Context: an optimization exercise on an open-source flow, tuned for small area and a short achievable clock period. The choices shown serve that exercise and are no tape-out recipe. Where RTL was checked, it was by simulation tests only, not by an equivalence proof against the original. Power is estimated from default activity; no workload was simulated.

Design fir_low_pass_filter, start of the top module:
module fir_low_pass_filter(Data_out, Data_in, clk, rst);
  output [15:0] Data_out;
  input [7:0] Data_in;
  input clk, rst;
  reg [7:0] x1;
  reg [7:0] x2;
  reg [7:0] x3;
  reg [7:0] x4;
  reg [7:0] x5;
  reg [7:0] x6;
  reg [7:0] x7;
  reg [7:0] x8;
  reg [7:0] x9;
  reg [7:0] x10;
  reg [7:0] x11;
  reg [7:0] x12;
  reg [7:0] x13;
  reg [7:0] x14;
  reg [7:0] x15;
  reg [7:0] x16;
  reg [7:0] x17;
  reg [7:0] x18;
  reg [7:0] x19;
  reg [7:0] x20;
  reg [7:0] x21;
  reg [7:0] x22;
  reg [7:0] x23;
  reg [7:0] x24;
  reg [7:0] x25;
  reg [7:0] x26;
  reg [14:0] P2a;
  reg [13:0] P2b;
  reg [12:0] P2c;
  reg [15:0] Pa;
  reg [15:0] Pb;
  reg [15:0] Q;
  reg [9:0] V;
  reg [8:0] Y;
  reg [6:0] YH;
  reg [6:0] T;
  wire hs1, hc1;
  fir_ha u_ha1 (.a(x12[0]), .b(x12[3]), .s(hs1), .co(hc1));
  wire fs2, fc2;
  fir_fa u_fa2 (.a(x12[0]), .b(x12[1]), .c(x12[4]), .s(fs2), .co(fc2));
  wire fs3, fc3;
  fir_fa u_fa3 (.a(x14[0]), .b(x23[3]), .c(x25[4]), .s(fs3), .co(fc3));
  wire fs4, fc4;
  fir_fa u_fa4 (.a(x10[0]), .b(x10[2]), .c(x10[3]), .s(fs4), .co(fc4));
  wire hs5, hc5;
  fir_ha u_ha5 (.a(x25[5]), .b(x9[0]), .s(hs5), .co(hc5));
  wire fs6, fc6;
  fir_fa u_fa6 (.a(x12[1]), .b(x12[2]), .c(x12[5]), .s(fs6), .co(fc6));
  wire fs7, fc7;
  fir_fa u_fa7 (.a(x14[1]), .b(x23[4]), .c(x25[5]), .s(fs7), .co(fc7));
  wire fs8, fc8;
  fir_fa u_fa8 (.a(x10[1]), .b(x10[3]), .c(x10[4]), .s(fs8), .co(fc8));
  wire fs9, fc9;
  fir_fa u_fa9 (.a(x11[1]), .b(x11[2]), .c(x11[5]), .s(fs9), .co(fc9));
  wire fs10, fc10;
  ...
Settings: LEC_CHECK=0, CAP_MARGIN=20, CORE_MARGIN=2, CORE_UTILIZATION=55, CTS_BUF_LIST=sky130_fd_sc_hd__clkbuf_8 sky130_fd_sc_hd__clkbuf_16, CTS_CLUSTER_DIAMETER=80, CTS_CLUSTER_SIZE=32, PLACE_DENSITY=0.75, SLEW_MARGIN=20, SYNTH_HIERARCHICAL=1; clock period 11.0 ns.
standard.sh (not shown) runs the stock make flow with config.mk's settings and CLKGATE_MAP_FILE= SYNTH_SCRIPT=/design/flow/synth_recipe.tcl, a recipe that flattens the netlist after the stock synthesis.
==> flow/flow/run.sh <==
#!/bin/bash
set -euo pipefail
export BUFFER_PORTS_ARGS="-buffer_cell sky130_fd_sc_hd__buf_4"
export CTS_ARGS="-sink_clustering_enable -repair_clock_nets -sink_clustering_size 32 -sink_clustering_max_diameter 80 -buf_list {sky130_fd_sc_hd__clkbuf_8 sky130_fd_sc_hd__clkbuf_16} -dont_use_dummy_load"
bash standard.sh finish > layout.log 2>&1
The first run finished with timing, DRC and antenna clean.
Then changed:
CORE_UTILIZATION = 40   (was 55)
PLACE_DENSITY = not set   (was 0.75)
What happened: The new run finished clean; sequential share of layout area is lower by 0.54 points; clock-buffer cell count went up by 2; setup slack improved by 0.092 ns; core utilization shrinks by 15 points; combinational power is about the same.
Then changed:
CORE_UTILIZATION = 65   (was 40)
PLACE_DENSITY = 0.85   (was not set)
Routed wire length grows by 3.5%.
Sequential share of layout area grows by 0.72 points.
Setup slack gets better by 0.0081 ns.
Hold slack got worse by 0.012 ns.
Maximum frequency hardly moves.
Final cell count went down by about 10%.
Combinational power hardly moves.

* * *

fir_low_pass_filter, a different RTL version from the one above (not shown whole).
Size in the first run: about 1300 cells after synthesis, ~310 flip-flops, roughly 26 I/O pins, roughly 15000 um^2 of cells after synthesis.
// fir_low_pass_filter
module fir_low_pass_filter(Data_out, Data_in, clk, rst);
  output [15:0] Data_out;
  input [7:0] Data_in;
  input clk, rst;
  reg [7:0] x1;
  reg [7:0] x2;
  reg [7:0] x3;
  reg [7:0] x4;
  reg [7:0] x5;
  reg [7:0] x6;
  reg [7:0] x7;
  reg [7:0] x8;
  reg [7:0] x9;
  reg [7:0] x10;
  reg [7:0] x11;
  reg [7:0] x12;
  reg [7:0] x13;
  reg [7:0] x14;
  reg [7:0] x15;
  reg [7:0] x16;
  reg [7:0] x17;
  reg [7:0] x18;
  reg [7:0] x19;
  reg [7:0] x20;
  reg [7:0] x21;
  reg [7:0] x22;
  reg [7:0] x23;
  reg [7:0] x24;
  reg [7:0] x25;
  reg [7:0] x26;
  reg [14:0] P2a;
  reg [14:0] P2b;
  reg [15:0] Pa;
  reg [15:0] Pb;
  reg [15:0] Q;
  reg [9:0] V;
  reg [15:0] Y;
  wire hs1, hc1;
  fir_ha u_ha1 (.a(x23[2]), .b(x25[3]), .s(hs1), .co(hc1));
  wire fs2, fc2;
  fir_fa u_fa2 (.a(x14[0]), .b(x23[3]), .c(x25[4]), .s(fs2), .co(fc2));
  wire fs3, fc3;
  fir_fa u_fa3 (.a(x10[0]), .b(x10[2]), .c(x10[3]), .s(fs3), .co(fc3));
  wire fs4, fc4;
  fir_fa u_fa4 (.a(x11[0]), .b(x11[1]), .c(x11[4]), .s(fs4), .co(fc4));
  wire hs5, hc5;
  fir_ha u_ha5 (.a(x25[5]), .b(x9[0]), .s(hs5), .co(hc5));
  wire fs6, fc6;
  fir_fa u_fa6 (.a(x14[1]), .b(x23[4]), .c(x25[5]), .s(fs6), .co(fc6));
  ...
export LEC_CHECK = 0
export CAP_MARGIN = 20
export CORE_MARGIN = 2
export CORE_UTILIZATION = 40
export CTS_BUF_LIST = sky130_fd_sc_hd__clkbuf_4 sky130_fd_sc_hd__clkbuf_8
export SLEW_MARGIN = 20
export SYNTH_HIERARCHICAL = 1
create_clock -name core_clock -period 11.0 [get_ports {clk}]
==> flow/flow/run.sh <==
#!/bin/bash
set -euo pipefail
export BUFFER_PORTS_ARGS="-buffer_cell sky130_fd_sc_hd__buf_4"
bash standard.sh finish > layout.log 2>&1
Change:
--- a/flow/config.mk
+++ b/flow/config.mk
@@ -10,3 +10,5 @@
 export CORE_UTILIZATION = 40
-export CTS_BUF_LIST = sky130_fd_sc_hd__clkbuf_4 sky130_fd_sc_hd__clkbuf_8
+export CTS_BUF_LIST = sky130_fd_sc_hd__clkbuf_8 sky130_fd_sc_hd__clkbuf_16
+export CTS_CLUSTER_DIAMETER = 80
+export CTS_CLUSTER_SIZE = 40
 export SLEW_MARGIN = 20
What happened:
- utilization goes down by 1.4 points
- worst setup slack hardly moves
- die area is unchanged
- register-to-register slack barely changes
- maximum frequency stays flat
- clock power goes down by 30%
- total power goes down by 14%
- cell area goes down by 3.1%
- non-clock buffer count is unchanged
Change:
--- a/flow/config.mk
+++ b/flow/config.mk
@@ -10,5 +10,4 @@
 export CORE_UTILIZATION = 40
-export CTS_BUF_LIST = sky130_fd_sc_hd__clkbuf_8 sky130_fd_sc_hd__clkbuf_16
-export CTS_CLUSTER_DIAMETER = 80
-export CTS_CLUSTER_SIZE = 40
+export CTS_BUF_LIST = sky130_fd_sc_hd__clkbuf_2 sky130_fd_sc_hd__clkbuf_4 sky130_fd_sc_hd__clkbuf_8
+export CTS_CLUSTER_SIZE = 30
 export SLEW_MARGIN = 20
The new run finished clean.
Total power climbs by 16%.
Cell count climbs by 3.5%.
Sequential cell count does not change.
Critical path depth stays the same.
Cell area climbs by about 3.2%.
Combinational power is about the same.
Setup slack barely changes.
Routed wire length climbs by about 3%.
Global-route usage climbs by 0.62 points.
First-iteration DRC count drops by 4.0%.

* * *

fir_low_pass_filter, a different RTL version from the one above (not shown whole).
Size in the first run: ~1300 cells after synthesis, about 330 flip-flops, roughly 16000 um^2 of cells after synthesis.
export LEC_CHECK = 0
export CAP_MARGIN = 20
export CORE_MARGIN = 2
export CORE_UTILIZATION = 40
export CTS_BUF_LIST = sky130_fd_sc_hd__clkbuf_8 sky130_fd_sc_hd__clkbuf_16
export CTS_CLUSTER_DIAMETER = 80
export CTS_CLUSTER_SIZE = 32
export SLEW_MARGIN = 20
export SYNTH_HIERARCHICAL = 1
create_clock -name core_clock -period 11.0 [get_ports {clk}]
==> flow/flow/run.sh <==
#!/bin/bash
set -euo pipefail
export BUFFER_PORTS_ARGS="-buffer_cell sky130_fd_sc_hd__buf_4"
export CTS_ARGS="-sink_clustering_enable -repair_clock_nets -sink_clustering_size 32 -sink_clustering_max_diameter 80 -buf_list {sky130_fd_sc_hd__clkbuf_8 sky130_fd_sc_hd__clkbuf_16} -dont_use_dummy_load"
bash standard.sh finish > layout.log 2>&1
The baseline completed with no timing, DRC or antenna violations.
Edit:
==> flow/flow/run.sh (replaced) <==
#!/bin/bash
set -euo pipefail
export BUFFER_PORTS_ARGS="-buffer_cell sky130_fd_sc_hd__buf_4"
bash standard.sh finish > layout.log 2>&1
The changed run finished with timing, DRC and antenna clean.
Cell count rises by 0.48%.
Total power rises by 5.5%.
Worst hold slack improved by 0.030 ns.
Worst setup slack improved by 0.027 ns.
No functional check of the RTL was part of any run of this note.

* * *

fir_low_pass_filter, a different RTL version from the one above (not shown whole).
Size in the first run: about 1,400 cells after synthesis.
// fir_low_pass_filter
module fir_low_pass_filter(Data_out, Data_in, clk, rst);
  output [15:0] Data_out;
  input [7:0] Data_in;
  input clk, rst;
  reg [7:0] x1;
  reg [7:0] x2;
  reg [7:0] x3;
  reg [7:0] x4;
  reg [7:0] x5;
  reg [7:0] x6;
  reg [7:0] x7;
  reg [7:0] x8;
  reg [7:0] x9;
  reg [7:0] x10;
  reg [7:0] x11;
  reg [7:0] x12;
  reg [7:0] x13;
  reg [7:0] x14;
  reg [7:0] x15;
  reg [7:0] x16;
  reg [7:0] x17;
  reg [7:0] x18;
  reg [7:0] x19;
  reg [7:0] x20;
  reg [7:0] x21;
  reg [7:0] x22;
  reg [7:0] x23;
  reg [7:0] x24;
  reg [12:0] P4a;
  reg [12:0] P4b;
  reg [15:0] P3a;
  reg [15:0] P3b;
  reg [15:0] P2a;
  reg [15:0] P2b;
  reg [15:0] Pa;
  reg [15:0] Pb;
  reg [15:0] Q;
  reg [9:0] V;
  reg [15:0] Y;
  wire fs1, fc1;
  fir_fa u_fa1 (.a(x21[0]), .b(x23[1]), .c(x23[2]), .s(fs1), .co(fc1));
  wire fs2, fc2;
  fir_fa u_fa2 (.a(x21[1]), .b(x23[2]), .c(x23[3]), .s(fs2), .co(fc2));
  wire hs3, hc3;
  fir_ha u_ha3 (.a(x5[1]), .b(x5[3]), .s(hs3), .co(hc3));
  wire fs4, fc4;
  fir_fa u_fa4 (.a(x21[2]), .b(x23[3]), .c(x23[4]), .s(fs4), .co(fc4));
  wire fs5, fc5;
  fir_fa u_fa5 (.a(x20[3]), .b(x22[2]), .c(x24[3]), .s(fs5), .co(fc5));
  wire fs6, fc6;
  fir_fa u_fa6 (.a(x21[3]), .b(x23[4]), .c(x23[5]), .s(fs6), .co(fc6));
  wire fs7, fc7;
  fir_fa u_fa7 (.a(x5[3]), .b(x5[5]), .c(x7[0]), .s(fs7), .co(fc7));
  wire hs8, hc8;
  fir_ha u_ha8 (.a(~x20[4]), .b(~x22[3]), .s(hs8), .co(hc8));
  wire fs9, fc9;
  fir_fa u_fa9 (.a(x21[4]), .b(x23[5]), .c(x23[6]), .s(fs9), .co(fc9));
  wire fs10, fc10;
  fir_fa u_fa10 (.a(x5[4]), .b(x5[6]), .c(x7[1]), .s(fs10), .co(fc10));
  wire fs11, fc11;
  fir_fa u_fa11 (.a(x20[5]), .b(x22[4]), .c(x24[5]), .s(fs11), .co(fc11));
  wire fs12, fc12;
  fir_fa u_fa12 (.a(x21[5]), .b(x23[6]), .c(x23[7]), .s(fs12), .co(fc12));
  wire fs13, fc13;
  fir_fa u_fa13 (.a(x5[5]), .b(x5[7]), .c(x7[2]), .s(fs13), .co(fc13));
  ...
Settings: LEC_CHECK=0, CAP_MARGIN=20, CORE_MARGIN=2, CORE_UTILIZATION=40, SLEW_MARGIN=20, SYNTH_HIERARCHICAL=1; clock period 11.0 ns.
==> flow/flow/run.sh <==
#!/bin/bash
set -euo pipefail
export BUFFER_PORTS_ARGS="-buffer_cell sky130_fd_sc_hd__buf_4"
bash standard.sh finish > layout.log 2>&1
The starting point completed without violations.
Edit:
--- a/flow/config.mk
+++ b/flow/config.mk
@@ -10,0 +11 @@
+export CTS_BUF_LIST = sky130_fd_sc_hd__clkbuf_4 sky130_fd_sc_hd__clkbuf_8
Effect:
- The changed run ran to the end with no violations
- sequential share of layout area rose by 0.61 points
- worst setup slack gains 110 ps
- register-to-register slack is about the same
- critical path depth stays the same
- cell area fell by 1.6%
- maximum frequency rose by 3.0%
- hold slack is about the same
- combinational power stays flat
- clock skew rose by 14 ps
No functional check of the RTL was part of any run of this note.

[what the ideal ports hide]
No port has a modelled driver above. Below, the same layouts with a new extraction and two added sets of constraints. Step 1 assumes that a clkbuf_16 drives the clock port and a buf_2 every other input. Step 2 times the ports against the registers' clock, not the clock port: input delays grow and output delays shrink by t, the midpoint of the rising clock arrivals with the driver on. a / b / c = no drivers / after step 1 / after step 2; a / b = the first two.
| run | t (ns) | setup slack, ns | worst hold slack (ns) | slew at the worst register clock pin (ns) | pins driven straight from the clock port |
|---|---|---|---|---|---|
| the first run of note 1 | 0.541 | 7.541 / 7.541 / 7.224 | 0.308 / 0.308 / 0.308 | 0.12 / 0.12 | 1 |
| the second run of note 1 | 0.562 | 7.633 / 7.602 / 7.205 | 0.343 / 0.343 / 0.343 | 0.11 / 0.11 | 1 |
| the third run of note 1 | 0.536 | 7.641 / 7.641 / 7.214 | 0.331 / 0.331 / 0.331 | 0.11 / 0.11 | 1 |
| the first run of note 2 | 0.651 | 7.265 / 7.265 / 6.708 | 0.359 / 0.359 / 0.359 | 0.06 / 0.06 | 1 |
| the second run of note 2 | 0.577 | 7.268 / 7.268 / 6.725 | 0.359 / 0.359 / 0.359 | 0.12 / 0.12 | 1 |
| the third run of note 2 | 0.651 | 7.265 / 7.265 / 6.708 | 0.359 / 0.359 / 0.359 | 0.06 / 0.06 | 1 |
| the first run of note 3 | 0.547 | 7.448 / 7.468 / 6.921 | 0.341 / 0.341 / 0.341 | 0.11 / 0.11 | 1 |
| the second run of note 3 | 0.565 | 7.476 / 7.495 / 6.931 | 0.371 / 0.371 / 0.371 | 0.11 / 0.11 | 1 |
| the first run of note 4 | 0.581 | 7.173 / 7.197 / 6.615 | 0.363 / 0.363 / 0.363 | 0.06 / 0.06 | 1 |
| the second run of note 4 | 0.647 | 7.285 / 7.300 / 6.653 | 0.361 / 0.361 / 0.361 | 0.06 / 0.06 | 1 |
After both steps setup and hold are still met in every run listed. The setup slack of the second run of note 4, which loses most, moves by +0.015 ns with the drivers and by -0.632 ns with both steps.
